Background: an optimization exercise with open tools, aiming at small area, a short achievable clock period and few clock cycles per item. Do not read the settings as production practice. In this exercise RTL edits were held to simulation tests only and were not proved equivalent to the original. Power figures rest on the tool's default switching activity, not on a simulated workload.

// filter
module filter(
        input clock,
        input reset,
        input start,
        output reg done,
        input  [15:0] data_in,
        output reg [15:0] data_out
    );
For scale: about 930 cells after synthesis, about 36 I/O pins.
clock: 10.0 ns
lec_check: 0
cap_margin: 20
core_margin: 2
core_utilization: 40
cts_cluster_diameter: 100
cts_cluster_size: 20
slew_margin: 20
synth_hierarchical: 1
standard.sh (not shown) runs the stock make flow with config.mk's settings and CLKGATE_MAP_FILE= SYNTH_SCRIPT=/design/flow/synth_recipe.tcl, a recipe that flattens the netlist after the stock synthesis.
==> flow/flow/run.sh <==
#!/bin/bash
# Standard ORFS layout (the standard.sh) with changes only to how it is
# optimised: ports are buffered with a plain buffer instead of the default
# delay-buffer cell, and timing repair is asked for more setup margin than the
# 10 ns clock needs, so that it works on the achieved period.
set -euo pipefail
bash standard.sh SETUP_SLACK_MARGIN=7.1 "BUFFER_PORTS_ARGS=-buffer_cell sky130_fd_sc_hd__buf_4" finish > orfs_make.log 2>&1
The first run completed with no timing, DRC or antenna violations.
Testbench counts at the start, summed over its fixed seeds: cycles 2,064, samples 2,048.
Next try:
--- a/flow/flow/run.sh
+++ b/flow/flow/run.sh
@@ -5,3 +5,3 @@
 # 10 ns clock needs, so that it works on the achieved period.
 set -euo pipefail
-bash standard.sh SETUP_SLACK_MARGIN=7.1 "BUFFER_PORTS_ARGS=-buffer_cell sky130_fd_sc_hd__buf_4" finish > orfs_make.log 2>&1
+bash standard.sh SETUP_SLACK_MARGIN=6.95 "BUFFER_PORTS_ARGS=-buffer_cell sky130_fd_sc_hd__buf_4" finish > orfs_make.log 2>&1
Settings changed: CORE_UTILIZATION 40 to 60, CTS_CLUSTER_SIZE 20 to 24.
=> The new run finished clean; routed wire length drops by 2.0%; first-iteration DRC count decreases by 16%; clock power went down by 6.9%; synthesized area stays the same; cell count shrinks by 11%; synthesized cell count is unchanged; die area shrinks by 33%; worst setup slack is worse by 0.0095 ns; worst hold slack gets worse by 0.0032 ns; register-to-register slack got worse by 0.09 ns; sequential cell count stays the same.
Next try:
--- a/flow/flow/run.sh
+++ b/flow/flow/run.sh
@@ -5,3 +5,3 @@
 # 10 ns clock needs, so that it works on the achieved period.
 set -euo pipefail
-bash standard.sh SETUP_SLACK_MARGIN=6.95 "BUFFER_PORTS_ARGS=-buffer_cell sky130_fd_sc_hd__buf_4" finish > orfs_make.log 2>&1
+bash standard.sh SETUP_SLACK_MARGIN=7.1 "BUFFER_PORTS_ARGS=-buffer_cell sky130_fd_sc_hd__buf_4" finish > orfs_make.log 2>&1
Settings changed: CORE_UTILIZATION 60 to 40, CTS_CLUSTER_DIAMETER 100 to 60, CTS_CLUSTER_SIZE 24 to 40.
What happened: Routed wire length goes up by a few percent; setup slack loses 0.0083 ns; sequential share of layout area goes down by 1.6 points.
Next try:
Settings changed: CTS_CLUSTER_DIAMETER 60 to 100, CTS_CLUSTER_SIZE 40 to 28.
Result: Via count hardly moves; power is lower by 8.6%; worst hold slack is about the same; global-route usage is lower by 0.20 points.


Setup of run A:
filter, a different RTL version from the one above (not shown whole).
Size in the first run: about 210 flip-flops, roughly 36 I/O pins.
export LEC_CHECK = 0
export CAP_MARGIN = 20
export CORE_MARGIN = 2
export CORE_UTILIZATION = 60
export CTS_CLUSTER_DIAMETER = 100
export CTS_CLUSTER_SIZE = 24
export SLEW_MARGIN = 20
export SYNTH_HIERARCHICAL = 1
create_clock -name core_clock -period 10.0 [get_ports {clock}]
==> flow/flow/run.sh <==
#!/bin/bash
# Standard ORFS layout (the standard.sh) with changes only to how it is
# optimised: ports are buffered with a plain buffer instead of the default
# delay-buffer cell, and timing repair is asked for more setup margin than the
# 10 ns clock needs, so that it works on the achieved period.
set -euo pipefail
bash standard.sh SETUP_SLACK_MARGIN=6.95 "BUFFER_PORTS_ARGS=-buffer_cell sky130_fd_sc_hd__buf_4" finish > orfs_make.log 2>&1
Testbench counts of run A, summed over its fixed seeds: cycles 2,064, samples 2,048.
#### Input delta (run B over run A)
Settings: changing CORE_UTILIZATION from 60 to 55.
-- flow/flow/run.sh --
<<< run A, line 6
set -euo pipefail
bash standard.sh SETUP_SLACK_MARGIN=6.95 "BUFFER_PORTS_ARGS=-buffer_cell sky130_fd_sc_hd__buf_4" finish > orfs_make.log 2>&1
>>> run B, line 6
set -euo pipefail
bash standard.sh SETUP_SLACK_MARGIN=7.0 "BUFFER_PORTS_ARGS=-buffer_cell sky130_fd_sc_hd__buf_4" finish > orfs_make.log 2>&1
### Flow results
Going from run A to run B, synthesis-to-layout area growth grows by 0.87 points. In the reports for run B and run A, the larger clock-buffer cell count belongs to run A. The wire length of run B is higher than that of run A. Setup TNS came out exactly the same in run B and run A. Storage element area: run B and run A compared, higher one is run B. Cmp run B and run A / worst setup slack / lower: run A. In run B, total power is higher than in run A. Between run B and run A, the maximum net fanout on the critical path is lower for run A. Against run A, run B reports a proportion of cell area occupied by multi-input gates that is lower.
diff inputs: run B => run C
Settings: swapping 55 for 60 in CORE_UTILIZATION.
Results
Per the comparison of run C with run B, core outline area saw a decrease, met2 layer wire length in the routed design saw an increase.
Compared with run B, run C shows a part of the total power dissipated in the clock network that is 0.8 points lower.
Run C -> run B: max-capacitance violation count delta 0, exact match
Setup slack in run C is 0.018 ns higher than in run B
Headroom to the max-slew limit (run C over run B): increase, 20 points
Routability congestion estimate delta (run C -> run B): insignificant
Run C and run B ended up with roughly the same sequential cell area in the final layout.
Re arrival time at the worst endpoint: run B was higher than run C.
On utilization of the core after routing: between run B and run C, it ends up lower for run B.
The critical path depth in cells reported for run C is smaller than that of run B by 2.
#### Input delta (run D over run C)
Settings: PLACE_DENSITY newly set to 0.8.
Results
Fmax, run D and run C, lower one = run D. Amount of wire on met2 after detailed routing: run D lower than run C. The start point of the critical path comes out dn in one run and data_out[14] in the other, namely in run C and run D respectively. As far as data arrival at the endpoint of the critical path is concerned, run D and run C perform about the same.


run 1:
RTL: one of the versions met above, not the one the previous note started from.
For scale: roughly 930 cells after synthesis, ~210 flip-flops, roughly 36 I/O pins, roughly 0.012 mm^2 of cells after synthesis.
==> flow/config.mk <==
export PLATFORM = sky130hd
export DESIGN_NAME = filter
export DESIGN_NICKNAME = filter
export VERILOG_FILES = /design/flow/design.v
export SDC_FILE = /design/flow/constraint.sdc
export NUM_CORES = 4
export LEC_CHECK = 0
export CAP_MARGIN = 20
export CORE_MARGIN = 2
export CORE_UTILIZATION = 40
export SLEW_MARGIN = 20
export SYNTH_HIERARCHICAL = 1
==> flow/constraint.sdc <==
create_clock -name core_clock -period 10.0 [get_ports {clock}]
set_input_delay 2.0000 -clock core_clock [delete_from_list [all_inputs] [get_ports {clock}]]
set_output_delay 2.0000 -clock core_clock [all_outputs]
set_load 0.01 [all_outputs]
==> flow/flow/run.sh <==
#!/bin/bash
# Standard ORFS layout (the standard.sh) with changes only to how it is
# optimised: ports are buffered with a plain buffer instead of the default
# delay-buffer cell, and timing repair is asked for more setup margin than the
# 10 ns clock needs, so that it works on the achieved period.
set -euo pipefail
bash standard.sh SETUP_SLACK_MARGIN=7.1 "BUFFER_PORTS_ARGS=-buffer_cell sky130_fd_sc_hd__buf_4" finish > orfs_make.log 2>&1
Testbench counts of run 1, summed over its fixed seeds: cycles 2,064, samples 2,048.
Setup changes, run 1 to run 2
-- flow/flow/run.sh --
<<< run 1, line 7
bash standard.sh SETUP_SLACK_MARGIN=7.1 "BUFFER_PORTS_ARGS=-buffer_cell sky130_fd_sc_hd__buf_4" finish > orfs_make.log 2>&1
>>> run 2, line 7
bash standard.sh SETUP_SLACK_MARGIN=7.1 "BUFFER_PORTS_ARGS=-buffer_cell sky130_fd_sc_hd__buf_4" "MATCH_CELL_FOOTPRINT=0" finish > orfs_make.log 2>&1
Results
- Comparing run 2 with run 1, the antenna diode instance count came out essentially unchanged.
- Looking at run 1 and run 2, the register bit total from synthesis is a wash.
- Worst clock skew: run 2 vs run 1 — no meaningful difference
- Number of global-route vias before repair: run 2 vs run 1 identical
- Run 2 -> run 1: sequential cell count delta 0, exact match
- Re half-perimeter wire length after placement: no difference whatsoever between run 2 and run 1.
- Diff run 2..run 1 | post-layout worst setup margin | unchanged
Input changes introduced in run 3 (baseline for comparison: run 2):
- setting CTS_CLUSTER_DIAMETER to 100 for the first time
- setting CTS_CLUSTER_SIZE to 24 for the first time
-- flow/flow/run.sh --
<<< run 2, line 7
bash standard.sh SETUP_SLACK_MARGIN=7.1 "BUFFER_PORTS_ARGS=-buffer_cell sky130_fd_sc_hd__buf_4" "MATCH_CELL_FOOTPRINT=0" finish > orfs_make.log 2>&1
>>> run 3, line 7
bash standard.sh SETUP_SLACK_MARGIN=7.1 "BUFFER_PORTS_ARGS=-buffer_cell sky130_fd_sc_hd__buf_4" finish > orfs_make.log 2>&1
Results
Going from run 2 to run 3, worst-case setup margin in the final layout went up by 0.021 ns, layout buffer count excluding clock buffers went up by 1. The faster design of the two is run 3; run 2 tops out lower. Run 3: clock insertion delay at the later pin of the skew report lower than run 2. Summary of run 3 over run 2: number of buffers created by CTS lost 11; fraction of power consumed by the clock network shows a reduction of 7.7 points. In terms of met1 global-route usage, run 3 and run 2 differ only marginally.
Modified inputs, run 4 compared to run 3
-- flow/flow/run.sh --
<<< run 3, line 7
bash standard.sh SETUP_SLACK_MARGIN=7.1 "BUFFER_PORTS_ARGS=-buffer_cell sky130_fd_sc_hd__buf_4" finish > orfs_make.log 2>&1
>>> run 4, line 7
bash standard.sh SETUP_SLACK_MARGIN=7.25 "BUFFER_PORTS_ARGS=-buffer_cell sky130_fd_sc_hd__buf_4" finish > orfs_make.log 2>&1
==> run notes <==
No run among run 3 and run 4 stopped early or left any final violation; all are clean. Looking at wire length across run 3 and run 4, the one that comes out higher is run 3. For post-cts repair resize count, dividing the value from run 4 by the value from run 3 gives 1.8. Power went up by a few percent going from run 3 to run 4. Register area share after synthesis came out exactly the same in run 3 and run 4. Run 4: fraction of power consumed by sequential logic 1.2 points below run 3. Via count of the first global-routing pass (higher): run 4.

[port drivers added, routing unchanged]
Ports are ideal in the flow. The routed layouts listed here were re-timed in OpenROAD.
Step 1 (the two cells are an assumption about what drives the block):
set clk [get_ports {clock}]
set_driving_cell -lib_cell sky130_fd_sc_hd__clkbuf_16 $clk
set_driving_cell -lib_cell sky130_fd_sc_hd__buf_2 [delete_from_list [all_inputs] $clk]
Step 2 adds t to the input delays and takes it off the output delays; t is the mean of the earliest and latest rising clock arrival at the registers after step 1. Input paths then give back, and output paths get back, about the clock's delay inside the block.
a / b / c = no drivers / after step 1 / after step 2; a / b = the first two.
run | t (ns) | setup WS [ns] | hold WS [ns]
the first run of note 1 | 0.529 | 7.053 / 7.002 / 6.767 | 0.479 / 0.479 / 0.479
the second run of note 1 | 0.519 | 7.044 / 6.999 / 6.550 | 0.476 / 0.476 / 0.476
the third run of note 1 | 0.534 | 7.036 / 6.985 / 6.789 | 0.478 / 0.478 / 0.478
the fourth run of note 1 | 0.514 | 7.070 / 7.020 / 6.763 | 0.480 / 0.480 / 0.480
run A | 0.509 | 7.013 / 6.970 / 6.541 | 0.419 / 0.419 / 0.419
run B | 0.511 | 7.033 / 6.991 / 6.549 | 0.362 / 0.362 / 0.362
run C | 0.508 | 7.051 / 7.008 / 6.759 | 0.416 / 0.416 / 0.416
run D | 0.512 | 7.042 / 6.997 / 6.625 | 0.367 / 0.367 / 0.367
run 1 | 0.553 | 7.054 / 7.004 / 6.632 | 0.471 / 0.471 / 0.471
run 2 | 0.553 | 7.054 / 7.004 / 6.632 | 0.471 / 0.471 / 0.471
run 3 | 0.520 | 7.074 / 7.024 / 6.780 | 0.479 / 0.479 / 0.479
run 4 | 0.514 | 7.084 / 7.033 / 6.814 | 0.475 / 0.475 / 0.475
After both steps every run listed still meets setup and hold. The setup slack of the second run of note 1, which loses most, moves by -0.045 ns with the drivers and by -0.494 ns with both steps.
